This design comes from an exercise in tuning for small area on the open sky130 flow, not from production work.
RTL that was checked went through simulation tests only; none was proved equivalent to the original.
No functional check of the RTL was part of run 1.
No activity file was given, so power comes from the tool's default toggle rates.

==> design/flow/run.sh <==
#!/bin/bash
# synth_recipe.tcl (not shown) runs the flow's synth.tcl, then flattens the netlist and writes it again
# the make line also repeats each setting of config.mk as NAME=value (left out here)
make -C /OpenROAD-flow-scripts/flow DESIGN_CONFIG=/design/flow/config.mk WORK_HOME=/design/flow/orfs CLKGATE_MAP_FILE= SYNTH_SCRIPT=/design/flow/synth_recipe.tcl finish
==> design/flow/constraint.sdc <==
create_clock -name core_clock -period 8.0 [get_ports {clk_i}]
set_input_delay 1.6000 -clock core_clock [delete_from_list [all_inputs] [get_ports {clk_i}]]
set_output_delay 1.6000 -clock core_clock [all_outputs]
set_load 0.01 [all_outputs]
==> design/flow/design.v <==
`timescale 1ps / 1ps
module spi_denetleyici (
   input clk_i,
   input rst_i,
   input  [ 7:0] wb_adr_i,
   input  [31:0] wb_dat_i,
   input         wb_we_i,
   input         wb_stb_i,
   input  [ 3:0] wb_sel_i,
   input         wb_cyc_i,
   output        wb_ack_o,
   output [31:0] wb_dat_o,
   input  [3:0] qspi_data_i,
   output [3:0] qspi_data_o,
   output [3:0] qspi_data_oe,
   output spi_cs_o,
   output spi_sck_o
);
   localparam [1:0] S_IDLE = 2'd0, S_INST = 2'd1, S_DUMMY = 2'd2, S_DATA = 2'd3;
   reg [31:0] rf0, rf1, rf2, rf3, rf4, rf5, rf6, rf7, rf8, rf9;
   reg [1:0]  state;
   reg [3:0]  word_ctr;
   reg [10:0] bit_ctr;
   reg [31:0] t_buffer;
   reg [31:0] r_buffer;
   reg        ack;
   reg        inst_flag;
   reg        clock_en;
   reg [5:0]  prescale_ctr;
   wire [7:0] instruction_value = rf0[7:0];
   wire [1:0] data_mod = rf0[9:8];
   wire write_flash = rf0[10];
   wire [4:0] dummy_cycles = rf0[15:11];
   wire [8:0] data_size = rf0[24:16];
   wire [5:0] prescale = rf0[30:25];
   wire x4 = data_mod == 2'b11;
   wire x2 = data_mod == 2'b10;
   wire x1 = ~x4 & ~x2;
   wire idle = state == S_IDLE;
   wire st_inst = state == S_INST;
   wire st_dummy = state == S_DUMMY;
   wire st_data = state == S_DATA;
   wire nrst = ~rst_i;
   assign wb_ack_o = ack | (wb_stb_i & (wb_adr_i != 8'd0));
   always @(posedge clk_i) begin
      if (rst_i) begin
         prescale_ctr <= 6'd0;
         clock_en <= 1'b0;
      end else if (prescale_ctr < prescale) begin
         clock_en <= 1'b0;
         prescale_ctr <= prescale_ctr + 6'd1;
      end else begin
         clock_en <= 1'b1;
         prescale_ctr <= 6'd0;
      end
   end
   wire lo0 = bit_ctr[2:0] == 3'd0;
   wire hi0 = bit_ctr[10:3] == 8'h00;
   wire hi1 = bit_ctr[10:3] == 8'hff;
   wire bc_zero = hi0 & lo0;
   wire bc_one = hi0 & (bit_ctr[2:0] == 3'd1);
   wire d_end = hi1 & lo0;
   wire word_end = (bit_ctr[4:3] == 2'b11) & (bit_ctr[2:0] == {x4, x2, x1});
   wire adr0 = rf1 == 32'd0;
   wire dummy0 = dummy_cycles == 5'd0;
   wire start = clock_en & idle & wb_stb_i & inst_flag;
   wire inst_tick = clock_en & st_inst;
   wire inst_end = inst_tick & bc_one;
   wire dum_end = clock_en & st_dummy & bc_zero;
   wire enter = (inst_end & dummy0) | dum_end;
   wire data_tick = clock_en & st_data & ~d_end;
   wire data_end = clock_en & st_data & d_end;
   wire adv = data_tick & word_end;
   wire store = adv & ~write_flash;
   wire wload = enter | (adv & write_flash);
   wire bus_we = wb_we_i & idle;
   wire [2:0] bc_step = st_data ? {x4, x2, x1} : 3'd1;
   wire [10:0] bc_dec = bit_ctr - {8'd0, bc_step};
   always @(posedge clk_i) begin
      if (rst_i) begin
         state <= S_IDLE;
         word_ctr <= 4'd0;
         bit_ctr <= 11'd0;
         ack <= 1'b0;
         inst_flag <= 1'b0;
      end else begin
         if (bus_we & (wb_adr_i == 8'd0) & ~ack)
            inst_flag <= 1'b1;
         if (inst_tick)
            inst_flag <= 1'b0;
         if (clock_en & idle) ack <= 1'b0;
         if (data_end) ack <= 1'b1;
         if (start) word_ctr <= 4'd0;
         if (enter | adv) word_ctr <= word_ctr + 4'd1;
         if (start) state <= S_INST;
         if (inst_end) state <= dummy0 ? S_DATA : S_DUMMY;
         if (dum_end) state <= S_DATA;
         if (data_end) state <= S_IDLE;
         if (start) bit_ctr <= adr0 ? 11'd8 : 11'd32;
         else if (enter) bit_ctr <= {data_size[7:0], 3'b000};
         else if (inst_end) bit_ctr <= {6'd0, dummy_cycles};
         else if (inst_tick | (clock_en & st_dummy) | data_tick) bit_ctr <= bc_dec;
      end
   end
   wire [5:0] rd_idx = wb_adr_i[7:2];
   wire [9:0] rsel;      
   wire [9:0] wen;       
   wire [9:2] usel;      
   genvar g;
   generate
      for (g = 0; g < 10; g = g + 1) begin : dec
         assign rsel[g] = rd_idx == g;
         if (g == 0) begin : w0
            assign wen[g] = rst_i | (bus_we & rsel[g]);
         end else begin : wn
            assign wen[g] = rst_i | (bus_we & rsel[g]) | (store & (word_ctr == g - 1));
         end
         if (g >= 2) begin : u
            assign usel[g] = nrst & wload & (word_ctr == g - 2);
         end
      end
   endgenerate
   wire usel_i = nrst & start;
   wire t_shift = inst_tick | (data_tick & write_flash);
   wire h1 = nrst & ~wload & (inst_tick | (data_tick & write_flash & x1));
   wire h2 = nrst & ~wload & data_tick & write_flash & x2;
   wire h4 = nrst & ~wload & data_tick & write_flash & x4;
   wire t_en = rst_i | start | t_shift | enter;
   wire r_en = rst_i | (data_tick & ~write_flash);
   wire idle_nr = nrst & idle;
   wire busy_nr = nrst & ~idle;
   wire bx4 = busy_nr & x4;
   wire bx2 = busy_nr & x2;
   wire bx1 = busy_nr & x1;
   wire [31:0] iw = {instruction_value, rf1[23:0]};
   wire [31:0] wd;       
   wire [31:0] t_d;      
   wire [31:0] rdat;
   generate
      for (g = 0; g < 32; g = g + 1) begin : dp
         wire ra, rb, rc, rd;
         g_a222oi ra_i (.a1(rsel[0]), .a2(rf0[g]), .b1(rsel[1]), .b2(rf1[g]), .c1(rsel[2]), .c2(rf2[g]), .y(ra));
         g_a222oi rb_i (.a1(rsel[3]), .a2(rf3[g]), .b1(rsel[4]), .b2(rf4[g]), .c1(rsel[5]), .c2(rf5[g]), .y(rb));
         g_a222oi rc_i (.a1(rsel[6]), .a2(rf6[g]), .b1(rsel[7]), .b2(rf7[g]), .c1(rsel[8]), .c2(rf8[g]), .y(rc));
         g_nand2  rd_i (.a(rsel[9]), .b(rf9[g]), .y(rd));
         g_nand4  ro_i (.a(ra), .b(rb), .c(rc), .d(rd), .y(rdat[g]));
         wire ta, tb, tc, td;
         g_a222oi ta_i (.a1(usel[2]), .a2(rf2[g]), .b1(usel[3]), .b2(rf3[g]), .c1(usel[4]), .c2(rf4[g]), .y(ta));
         g_a222oi tb_i (.a1(usel[5]), .a2(rf5[g]), .b1(usel[6]), .b2(rf6[g]), .c1(usel[7]), .c2(rf7[g]), .y(tb));
         g_a222oi tc_i (.a1(usel[8]), .a2(rf8[g]), .b1(usel[9]), .b2(rf9[g]), .c1(usel_i), .c2(iw[g]), .y(tc));
         if (g >= 4) begin : sh4
            g_a222oi td_i (.a1(h1), .a2(t_buffer[g-1]), .b1(h2), .b2(t_buffer[g-2]), .c1(h4), .c2(t_buffer[g-4]), .y(td));
         end else if (g >= 2) begin : sh2
            g_a22oi td_i (.a1(h1), .a2(t_buffer[g-1]), .b1(h2), .b2(t_buffer[g-2]), .y(td));
         end else if (g == 1) begin : sh1
            g_nand2 td_i (.a(h1), .b(t_buffer[0]), .y(td));
         end else begin : sh0
            assign td = 1'b1;
         end
         if (g >= 1) begin : t4
            g_nand4 to_i (.a(ta), .b(tb), .c(tc), .d(td), .y(t_d[g]));
         end else begin : t3
            g_nand3 to_i (.a(ta), .b(tb), .c(tc), .y(t_d[g]));
         end
         if (g >= 4) begin : wd4
            wire wa, wc;
            g_a222oi wa_i (.a1(idle_nr), .a2(wb_dat_i[g]), .b1(bx4), .b2(r_buffer[g-4]), .c1(bx2), .c2(r_buffer[g-2]), .y(wa));
            g_nand2  wc_i (.a(bx1), .b(r_buffer[g-1]), .y(wc));
            g_nand2  wo_i (.a(wa), .b(wc), .y(wd[g]));
         end
      end
   endgenerate
   assign wd[3] = (idle_nr & wb_dat_i[3]) | (bx4 & qspi_data_i[3]) | (bx2 & r_buffer[1]) | (bx1 & r_buffer[2]);
   assign wd[2] = (idle_nr & wb_dat_i[2]) | (bx4 & qspi_data_i[2]) | (bx2 & r_buffer[0]) | (bx1 & r_buffer[1]);
   assign wd[1] = (idle_nr & wb_dat_i[1]) | ((bx4 | bx2) & qspi_data_i[1]) | (bx1 & r_buffer[0]);
   assign wd[0] = (idle_nr & wb_dat_i[0]) | (busy_nr & qspi_data_i[0]);
   assign wb_dat_o = rdat;
   always @(posedge clk_i) begin
      if (wen[0]) rf0 <= wd;
      if (wen[1]) rf1 <= wd;
      if (wen[2]) rf2 <= wd;
      if (wen[3]) rf3 <= wd;
      if (wen[4]) rf4 <= wd;
      if (wen[5]) rf5 <= wd;
      if (wen[6]) rf6 <= wd;
      if (wen[7]) rf7 <= wd;
      if (wen[8]) rf8 <= wd;
      if (wen[9]) rf9 <= wd;
      if (r_en) r_buffer <= wd;
      if (t_en) t_buffer <= t_d;
   end
   wire [1:0] out_mod = (st_dummy | st_data) ? (write_flash ? data_mod : 2'b00) : 2'b01;
   assign qspi_data_o  = out_mod == 2'b11 ? t_buffer[31:28] :
                         out_mod == 2'b10 ? {t_buffer[31:30], 2'b00} :
                         out_mod == 2'b01 ? {3'b000, t_buffer[31]} : 4'b0000;
   assign qspi_data_oe = out_mod == 2'b11 ? 4'b1111 :
                         out_mod == 2'b10 ? 4'b1100 :
                         out_mod == 2'b01 ? 4'b0001 : 4'b0000;
   assign spi_cs_o = idle;
   assign spi_sck_o = ~idle & ((prescale == 6'd0) | clock_en);
endmodule
module g_a222oi (input a1, input a2, input b1, input b2, input c1, input c2, output y);
   assign y = ~((a1 & a2) | (b1 & b2) | (c1 & c2));
endmodule
module g_a22oi (input a1, input a2, input b1, input b2, output y);
   assign y = ~((a1 & a2) | (b1 & b2));
endmodule
module g_nand2 (input a, input b, output y);
   assign y = ~(a & b);
endmodule
module g_nand3 (input a, input b, input c, output y);
   assign y = ~(a & b & c);
endmodule
module g_nand4 (input a, input b, input c, input d, output y);
   assign y = ~(a & b & c & d);
endmodule
==> design/flow/config.mk <==
export PLATFORM = sky130hd
export DESIGN_NAME = spi_denetleyici
export DESIGN_NICKNAME = spi_denetleyici
export VERILOG_FILES = /design/flow/design.v
export SDC_FILE = /design/flow/constraint.sdc
export NUM_CORES = 4
export LEC_CHECK = 0
export CAP_MARGIN = 20
export CORE_MARGIN = 2
export CORE_UTILIZATION = 40
export CTS_BUF_LIST = sky130_fd_sc_hd__clkbuf_4
export SLEW_MARGIN = 20
export SYNTH_HIERARCHICAL = 1
==> summary.md, run 1 <==
| Metric | Value |
|---|---|
| Clock power share | `38.7%` |
| Seq cells post-synth | `409` |
| Nets | `1422` |
| Largest cells by area after synthesis | `edfxtp_1 67%, a222oi_1 14%, dfxtp_1 3.0%` |
| Endpoints failing setup | `0` |
| First-pass GRT wire length | `87.8 mm` |
| Met3 global-route usage | `6.72%` |
| Crit-path cells | `clkdlybuf4s50_1 > nor3_1 > nand2_1 > nor2_4 > buf_4 > a222oi_1 > nand4_1 > clkdlybuf4s50_1` |
| Reg2reg start | `rf0[11]` |
| Fin Clk Skew | `0.0614 ns` |
| Starting Density | `40.3%` |
| Post-CTS Hold Buffers | `0` |
| Final Util | `47.7%` |
| DR iter-0 viols | `3235` |
| CTS sink count | `409` |
| Post-Syn Area | `0.0173 mm^2` |
| Crit path capture type | `output pin` |
| Hold Crit Class | `reg -> reg` |
| CP max stage delay | `0.86 ns` |
| CP max stage cell | `nor2_4` |
| Final cycle utilization of the critical path | `78.1%` |
| Setup WS pre-CTS | `1.84 ns` |
| CP Launch Type | `primary input` |
| Clock tree from TritonCTS | `done` |
| GR Util met2 | `42.2%` |
| RSZ-0062 raised after global routing | `no` |
| Post-synthesis sequential area ratio | `69.7%` |
| Post-Route WL | `61.7 mm` |
| Filler cell count | `3758` |
| Busiest grt layer | `met2` |
| Area Overhead vs Synth | `18.3%` |
| Vias | `13700` |
| Fmax | `0.160 GHz` |
| Leakage | `6.99 nW` |
| Port buffer count | `90` |
| Vias in the first global route | `13500` |
| Largest net degree at the start of global routing | `40` |
| Switching share of power | `23.5%` |
| Top-count cell post-synth | `edfxtp_1` |
| Area after DPL | `0.0191 mm^2` |
| Hold path depth | `1` |
| Max-cap violations | `0` |
| Max VDD drop | `0.0962 mV` |
| WHS Endpoint | `inst_flag` |
| Slew @ Worst Pin | `1.22 ns` |
| Drt pass-1 iters | `11` |
| Bufs on Longest Clock Path | `3` |
| Share of the synthesized area in the top cell type | `66.7%` |
| Non-Filler Instances | `1967` |
| DPL Wire Length | `34.2 mm` |
| Multi-input logic area | `0.00519 mm^2` |
| NetSw | `1.06 mW` |
| Synth area leader | `edfxtp_1` |
| Slew Viols, Final | `0` |
| FF-to-FF path depth | `7` |
| Cells after DPL | `1797` |
| Core area | `0.0428 mm^2` |
| Min Hold Slack | `0.474 ns` |
| Gpl congestion | `0.846` |
| Clock latency (worst-skew pair) | `0.83 ns` |
| Routed wire length per instance | `31.4 um` |
| Grt met1 use | `35.9%` |
| H-tree depth | `3` |
| Power, Total | `4.52 mW` |
| Predominant post-synthesis flop cell | `edfxtp_1` |
| Async set-reset flop share out of synthesis | `0%` |
| Avg Cell Area, Syn | `15.1 um^2` |
| Reg-to-reg endpoint | `t_buffer[26]` |
| Drt via density | `6.98` |
| Syn. warnings | `7` |
| Rel. slew slack | `18.8%` |
| Final ANT Viol Nets | `0` |
| Seq pwr share | `56.6%` |
| Most frequent CP cell | `clkdlybuf4s50_1` |
| Post-synth EDFFs | `383` |
| Tmin final | `6.25 ns` |
| Status | `timing/DRC/antenna clean` |
| Hold Path Origin | `inst_flag` |
| Rows | `76` |
| CTS resizes | `0` |
| Kind of critical path | `in -> out` |
| # IOs | `96` |
| Syn Inst Count | `1142` |
| Synth cell count leaders | `383 x edfxtp_1, 248 x a222oi_1, 125 x nand2_1` |
| Die H | `212 um` |
| Fin. Hold Viols | `0` |
| Post-CTS Setup Inserts | `0` |
| DRC Markers | `0` |
| CP required | `6.40 ns` |
| Sequential Area | `0.0120 mm^2` |
| Initial antenna violation count | `2` |
| Clock Pin Slew Worst Setup and Hold Paths | `0.07 ns` |
| Post-Layout Inst Area | `0.0204 mm^2` |
| Setup slack, reg-to-reg | `3.95 ns` |
| WP data arrival | `4.65 ns` |
| Worst setup margin | `1.75 ns` |
| Syn Nets | `1209` |
| Share of cells above drive strength 1 | `17.3%` |
| Pwr/cell area | `221 mW/mm^2` |
| CTS root buffer | `clkbuf_4` |
| Synth cell types | `62` |
| Gate power share | `4.7%` |
| Crit-path max FO | `22` |
| CTS buffer count | `102` |
| Die area | `0.0448 mm^2` |
| Remaining Overflow, GRT | `0` |
| Int Pwr | `3.46 mW` |
| All-Layer GR Usage | `27.2%` |
| Die W | `212 um` |
| Setup_tns | `0 ns` |
==> per-module statistics from Yosys, one instance, submodules excluded <==
module	area, um^2	times used	cells	flip-flops and latches
g_a222oi	10.0	248	1	0
g_a22oi	12.5	2	1	0
g_nand2	3.75	89	1	0
g_nand3	5.00	1	1	0
g_nand4	6.26	63	1	0
spi_denetleyici	14000	1	739	409
==> layout make-up <==
class	instances	share of cell area, %
multi-input combinational	699	25.4
inverter	14	0.257
sequential	409	58.9
timing repair buffer	129	5.82
clock inverter	21	0.797
antenna	1	0.0123
tap	546	3.35
clock buffer	148	5.44
==> cell usage in the layout, fill, tap and decap left out, drive strengths merged, types with 14 or more instances in the layout <==
cell type and n:
a21oi 19, a222oi 248, and2 14, buf 40, clkbuf 148, clkdlybuf4s50 89, clkinv 15, dfxtp 26
edfxtp 383, inv 18, nand2 125, nand3 15, nand4 67, nor2 46, nor3 20, o21ai 19
==> cells by family after synthesis <==
group | synth area share, %
flops | 69.7
compound gates | 18.0
mux | 0.174
simple gates | 9.80
xor+xnor | 0.508
buf+inv | 0.827
fa+ha+maj | 1.06
==> layer usage <==
layer | up-vias | wire length, um
met2 | 1199 | 27800
met4 | 0 | 2900
met5 | - | 0
li1 | 5691 | -
met3 | 213 | 8700
met1 | 6625 | 22300
==> worst max-delay path by stage <==
stage	slack, ns	end	cells past startpoint	from
after detailed placement	1.84	wb_dat_o[4]	8	wb_adr_i[5]
final	1.75	wb_dat_o[4]	8	wb_adr_i[5]
after floorplan	2.18	wb_dat_o[0]	5	wb_adr_i[5]
after CTS	1.83	wb_dat_o[4]	8	wb_adr_i[5]
after global placement	1.86	wb_dat_o[4]	8	wb_adr_i[5]
after global routing	1.67	wb_dat_o[20]	7	wb_adr_i[2]
==> sequential cells by signal, indices dropped and copies added (netlist names), 4 cells and up <==
| name | cells |
|---|---|
| rf4 | 32 |
| rf1 | 32 |
| rf6 | 32 |
| word_ctr | 4 |
| t_buffer | 32 |
| rf2 | 32 |
| r_buffer | 31 |
| rf8 | 32 |
| rf0 | 32 |
| rf5 | 32 |
| prescale_ctr | 6 |
| rf7 | 32 |
| rf9 | 32 |
| bit_ctr | 11 |
| rf3 | 32 |
==> critical path, delay by kind of cell <==
family	cells	cell delay, ns
AND/OR/NAND/NOR	4	1.57
buffers and inverters	3	1.36
AO/OA/AOI/OAI	1	0.10
==> power groups by stage <==
stage	combinational [mW]	clock (mW)	sequential, mW
after floorplan	0.0981	0	2.56
after global placement	0.207	0	2.60
after detailed placement	0.210	0	2.60
after CTS	0.210	1.78	2.55
after global routing	0.223	1.88	2.57
final	0.213	1.75	2.56
==> inputs of run 2 (changes only) <==
--- a/design/flow/design.v
+++ b/design/flow/design.v
@@ -54,28 +54,22 @@
          prescale_ctr <= 6'd0;
       end
    end
-   wire lo0 = bit_ctr[2:0] == 3'd0;
-   wire hi0 = bit_ctr[10:3] == 8'h00;
-   wire hi1 = bit_ctr[10:3] == 8'hff;
-   wire bc_zero = hi0 & lo0;
-   wire bc_one = hi0 & (bit_ctr[2:0] == 3'd1);
-   wire d_end = hi1 & lo0;
-   wire word_end = (bit_ctr[4:3] == 2'b11) & (bit_ctr[2:0] == {x4, x2, x1});
+   wire bc_zero = bit_ctr == 11'd0;
+   wire bc_one = bit_ctr == 11'd1;
+   wire word_end = bit_ctr[4:0] == {2'b0, x4, x2, x1};
    wire adr0 = rf1 == 32'd0;
    wire dummy0 = dummy_cycles == 5'd0;
+   wire [10:0] nbits = {data_size + 9'd1, 3'b000};
    wire start = clock_en & idle & wb_stb_i & inst_flag;
    wire inst_tick = clock_en & st_inst;
    wire inst_end = inst_tick & bc_one;
    wire dum_end = clock_en & st_dummy & bc_zero;
    wire enter = (inst_end & dummy0) | dum_end;
-   wire data_tick = clock_en & st_data & ~d_end;
-   wire data_end = clock_en & st_data & d_end;
+   wire data_tick = clock_en & st_data & ~bc_zero;
    wire adv = data_tick & word_end;
    wire store = adv & ~write_flash;
    wire wload = enter | (adv & write_flash);
    wire bus_we = wb_we_i & idle;
-   wire [2:0] bc_step = st_data ? {x4, x2, x1} : 3'd1;
-   wire [10:0] bc_dec = bit_ctr - {8'd0, bc_step};
    always @(posedge clk_i) begin
       if (rst_i) begin
          state <= S_IDLE;
@@ -89,17 +83,18 @@
          if (inst_tick)
             inst_flag <= 1'b0;
          if (clock_en & idle) ack <= 1'b0;
-         if (data_end) ack <= 1'b1;
+         if (clock_en & st_data & bc_zero) ack <= 1'b1;
          if (start) word_ctr <= 4'd0;
          if (enter | adv) word_ctr <= word_ctr + 4'd1;
          if (start) state <= S_INST;
          if (inst_end) state <= dummy0 ? S_DATA : S_DUMMY;
          if (dum_end) state <= S_DATA;
-         if (data_end) state <= S_IDLE;
+         if (clock_en & st_data & bc_zero) state <= S_IDLE;
          if (start) bit_ctr <= adr0 ? 11'd8 : 11'd32;
-         else if (enter) bit_ctr <= {data_size[7:0], 3'b000};
-         else if (inst_end) bit_ctr <= {6'd0, dummy_cycles};
-         else if (inst_tick | (clock_en & st_dummy) | data_tick) bit_ctr <= bc_dec;
+         if (clock_en & (st_inst | st_dummy) & ~bc_zero) bit_ctr <= bit_ctr - 11'd1;
+         if (data_tick) bit_ctr <= bit_ctr - {8'd0, x4, x2, x1};
+         if (inst_end & ~dummy0) bit_ctr <= {6'd0, dummy_cycles};
+         if (enter) bit_ctr <= nbits;
       end
    end
    wire [5:0] rd_idx = wb_adr_i[7:2];
--- a/design/flow/config.mk
+++ b/design/flow/config.mk
@@ -8,6 +8,5 @@
 export CAP_MARGIN = 20
 export CORE_MARGIN = 2
 export CORE_UTILIZATION = 40
-export CTS_BUF_LIST = sky130_fd_sc_hd__clkbuf_4
 export SLEW_MARGIN = 20
 export SYNTH_HIERARCHICAL = 1
==> summary.md, run 2 <==
| Metric | Value |
|---|---|
| Final ANT Viol Nets | `0 (unchanged)` |
| Busiest grt layer | `met2 (unchanged)` |
| CTS resizes | `0 (unchanged)` |
| Bufs on Longest Clock Path | `3 (unchanged)` |
| Seq cells post-synth | `409 (unchanged)` |
| Fmax | `0.151 GHz (was 0.160 GHz)` |
| Most frequent cells in the layout | `383 x edfxtp_1, 248 x a222oi_1, 122 x nand2_1 (was 383 x edfxtp_1, 248 x a222oi_1, 148 x clkbuf_4)` |
| Vias in the first global route | `13500 (about the same)` |
| GR Util met2 | `39.9% (was 42.2%)` |
| Syn. warnings | `7 (unchanged)` |
| Max-cap violations | `0 (unchanged)` |
| H-tree depth | `2 (was 3)` |
| Switching share of power | `22.4% (was 23.5%)` |
| WP data arrival | `5.02 ns (was 4.65 ns)` |
| CP required | `6.40 ns (about the same)` |
| First-pass GRT wire length | `89.7 mm (was 87.8 mm)` |
| Crit-path max FO | `19 (was 22)` |
| Share of the synthesized area in the top cell type | `64.8% (was 66.7%)` |
| Core area | `0.0440 mm^2 (was 0.0428 mm^2)` |
| Endpoints failing setup | `0 (unchanged)` |
| Largest net degree at the start of global routing | `48 (was 40)` |
| DR iter-0 viols | `3355 (was 3235)` |
| Rel. slew slack | `20.8% (was 18.8%)` |
| Setup WS pre-CTS | `1.46 ns (was 1.84 ns)` |
| Die area | `0.0461 mm^2 (was 0.0448 mm^2)` |
| Final cycle utilization of the critical path | `82.7% (was 78.1%)` |
| Port buffer count | `90 (unchanged)` |
| Tmin final | `6.62 ns (was 6.25 ns)` |
| Grt met1 use | `36.7% (was 35.9%)` |
| RSZ-0062 raised after global routing | `no (unchanged)` |
| Final Util | `47.7% (about the same)` |
| Drt pass-1 iters | `13 (was 11)` |
| Slew Viols, Final | `0 (unchanged)` |
| Pwr/cell area | `225 mW/mm^2 (was 221 mW/mm^2)` |
| Initial antenna violation count | `0 (was 2)` |
| Rows | `77 (was 76)` |
| Post-Syn Area | `0.0177 mm^2 (was 0.0173 mm^2)` |
| Largest cells by area after synthesis | `edfxtp_1 65%, a222oi_1 14%, dfxtp_1 2.9% (was edfxtp_1 67%, a222oi_1 14%, dfxtp_1 3.0%)` |
| Synth area leader | `edfxtp_1 (unchanged)` |
| Hold Crit Class | `reg -> reg (unchanged)` |
| Clock power share | `41.2% (was 38.7%)` |
| Met3 global-route usage | `6.16% (was 6.72%)` |
| Slew @ Worst Pin | `1.19 ns (was 1.22 ns)` |
| Top-count cell post-synth | `edfxtp_1 (unchanged)` |
| Post-synthesis sequential area ratio | `67.8% (was 69.7%)` |
| DPL Wire Length | `35.6 mm (was 34.2 mm)` |
| Gate power share | `4.7% (about the same)` |
| CP Launch Type | `primary input (unchanged)` |
| Routed wire length per instance | `31.7 um (was 31.4 um)` |
| Commonest non-fill, non-tap cell in the layout | `edfxtp_1 (unchanged)` |
| Clock Pin Slew Worst Setup and Hold Paths | `0.05 ns (was 0.07 ns)` |
| Post-synth EDFFs | `383 (unchanged)` |
| Post-CTS Setup Inserts | `0 (unchanged)` |
| Nets | `1419 (was 1422)` |
| Crit path capture type | `output pin (unchanged)` |
| Share of cells above drive strength 1 | `10.3% (was 17.3%)` |
| Vias | `14000 (was 13700)` |
| Syn Inst Count | `1190 (was 1142)` |
| Seq pwr share | `54.2% (was 56.6%)` |
| Avg Cell Area, Syn | `14.9 um^2 (was 15.1 um^2)` |
| Area Overhead vs Synth | `18.4% (was 18.3%)` |
| Kind of critical path | `in -> out (unchanged)` |
| Drt via density | `7.11 (was 6.98)` |
| All-Layer GR Usage | `26.4% (was 27.2%)` |
| CTS root buffer | `clkbuf_16 (was clkbuf_4)` |
| Status | `timing/DRC/antenna clean (unchanged)` |
| Post-Layout Inst Area | `0.0210 mm^2 (was 0.0204 mm^2)` |
| Gpl congestion | `0.892 (was 0.846)` |
| Fin. Hold Viols | `0 (unchanged)` |
| Die W | `215 um (was 212 um)` |
| Die H | `215 um (was 212 um)` |
| Area after DPL | `0.0196 mm^2 (was 0.0191 mm^2)` |
| Starting Density | `40.3% (about the same)` |
| Clock latency (worst-skew pair) | `0.59 ns (was 0.83 ns)` |
| Post-Route WL | `62.3 mm (was 61.7 mm)` |
| DRC Markers | `0 (unchanged)` |
| Max VDD drop | `0.166 mV (was 0.0962 mV)` |
| Setup_tns | `0 ns (unchanged)` |
| Int Pwr | `3.67 mW (was 3.46 mW)` |
| Ant diodes | `0 (was 1)` |
| Predominant post-synthesis flop cell | `edfxtp_1 (unchanged)` |
| Power, Total | `4.72 mW (was 4.52 mW)` |
| Remaining Overflow, GRT | `0 (unchanged)` |
| Async set-reset flop share out of synthesis | `0% (unchanged)` |
| Syn Nets | `1265 (was 1209)` |
| # IOs | `96 (unchanged)` |
| NetSw | `1.06 mW (about the same)` |
| Fin Clk Skew | `0.0310 ns (was 0.0614 ns)` |
| Synth cell count leaders | `383 x edfxtp_1, 248 x a222oi_1, 122 x nand2_1 (was 383 x edfxtp_1, 248 x a222oi_1, 125 x nand2_1)` |
| Synth cell types | `71 (was 62)` |
| CTS buffer count | `43 (was 102)` |
| Worst setup margin | `1.38 ns (was 1.75 ns)` |
| Leakage | `7.12 nW (was 6.99 nW)` |
| CTS sink count | `409 (unchanged)` |
| Clock tree from TritonCTS | `done (unchanged)` |
| Post-CTS Hold Buffers | `0 (unchanged)` |
[run 2: cell types whose count changed after synthesis, sizes merged, moves of 5 or more]
cell	change
ha	+8
and3	+9
nand3	+7
o21ai	-7
or2	-7
a21oi	+5
[run 2: layout make-up]
class / instances / area [um^2]
Multi-Input combinational cell: 741 / 5600
Clock inverter: 25 / 249
Fill cell: 3801 / 23000
Inverter: 17 / 63.8
Sequential cell: 409 / 12000
Tap cell: 592 / 741
Clock buffer: 52 / 1110
Timing Repair Buffer: 132 / 1220
[run 2: stage by stage]
stage,hold slack (ns),cells
3_3_place_gp,0.450,1889
2_1_floorplan,0.440,1190
6_report,0.481,1968
3_5_place_dp,0.479,1890
5_1_grt,0.505,1968
4_1_cts,0.488,1967
[run 2: per-module statistics from Yosys, one instance, submodules excluded]
module | flops+latches | copies in the design | area [um^2]
g_nand3 | 0 | 1 | 5.00
g_a222oi | 0 | 248 | 10.0
spi_denetleyici | 409 | 1 | 14500
g_nand4 | 0 | 63 | 6.26
g_nand2 | 0 | 89 | 3.75
g_a22oi | 0 | 2 | 12.5
[run 2: worst paths after layout]
check	end	slack, ns	cells past startpoint	start
worst min register to register	prescale_ctr[0]	0.48	1	prescale_ctr[0]
worst max-delay path	wb_dat_o[7]	1.38	9	wb_adr_i[5]
worst min-delay path	prescale_ctr[0]	0.48	1	prescale_ctr[0]
worst max register to register	rf6[27]	4.01	7	rf0[9]
[run 2: routing by layer]
layer,vias up,wire (um)
met5,-,0
met4,0,2500
met3,178,9370
met2,1289,27400
met1,6808,23100
li1,5723,-
[run 2: worst max-delay path, stage by stage]
cell and delay (ns):
clkdlybuf4s50_1 0.41, nor3_1 0.24, nand2b_1 0.19, or3_1 0.49, inv_1 0.81, buf_4 0.35, a222oi_1 0.12, nand4_1 0.21
clkdlybuf4s50_1 0.57
[run 2: cell families after synthesis]
| family | count (synthesis) | synth area share (%) |
|---|---|---|
| buffers and inverters | 40 | 1.28 |
| multiplexers | 7 | 0.395 |
| adder cells (fa/ha/maj) | 22 | 1.59 |
| XOR/XNOR | 16 | 0.790 |
| flip-flops | 409 | 67.8 |
| AO/OA/AOI/OAI | 346 | 18.1 |
| AND/OR/NAND/NOR | 350 | 10.1 |
[run 2: power by group through the flow]
stage	clock network, mW	registers, mW	logic, mW
finish	1.94	2.56	0.222
detailed placement	0	2.60	0.217
floorplan	0	2.56	0.107
global placement	0	2.60	0.214
CTS	1.96	2.55	0.217
global route	2.04	2.57	0.233

[re-timing with driven ports]
The results above use ideal ports. As a check the final layouts listed here were re-extracted and re-timed, cells and wires unchanged.
Step 1: set_driving_cell puts a clkbuf_16 on clk_i and a buf_2 on each other input, an assumption about the parent block.
Step 2 also shifts input and output timing later by t, the mid clock arrival at the registers, as if the neighbouring blocks saw the same clock.
Slacks: ideal / step 1 / step 2; pairs: ideal / step 1.
run | shift t [ns] | slack for setup (ns) | hold slack, ns | clock arrival spread, ns
run 1 | 0.842 | 1.751 / 1.730 / 1.730 | 0.474 / 0.474 / 0.474 | 0.077 / 0.076
run 2 | 0.635 | 1.383 / 1.358 / 1.358 | 0.481 / 0.481 / 0.481 | 0.032 / 0.032
After both steps setup and hold are still met in every run listed. For run 2, which loses most, drivers alone change the setup slack by -0.025 ns; drivers and shift together by -0.025 ns.
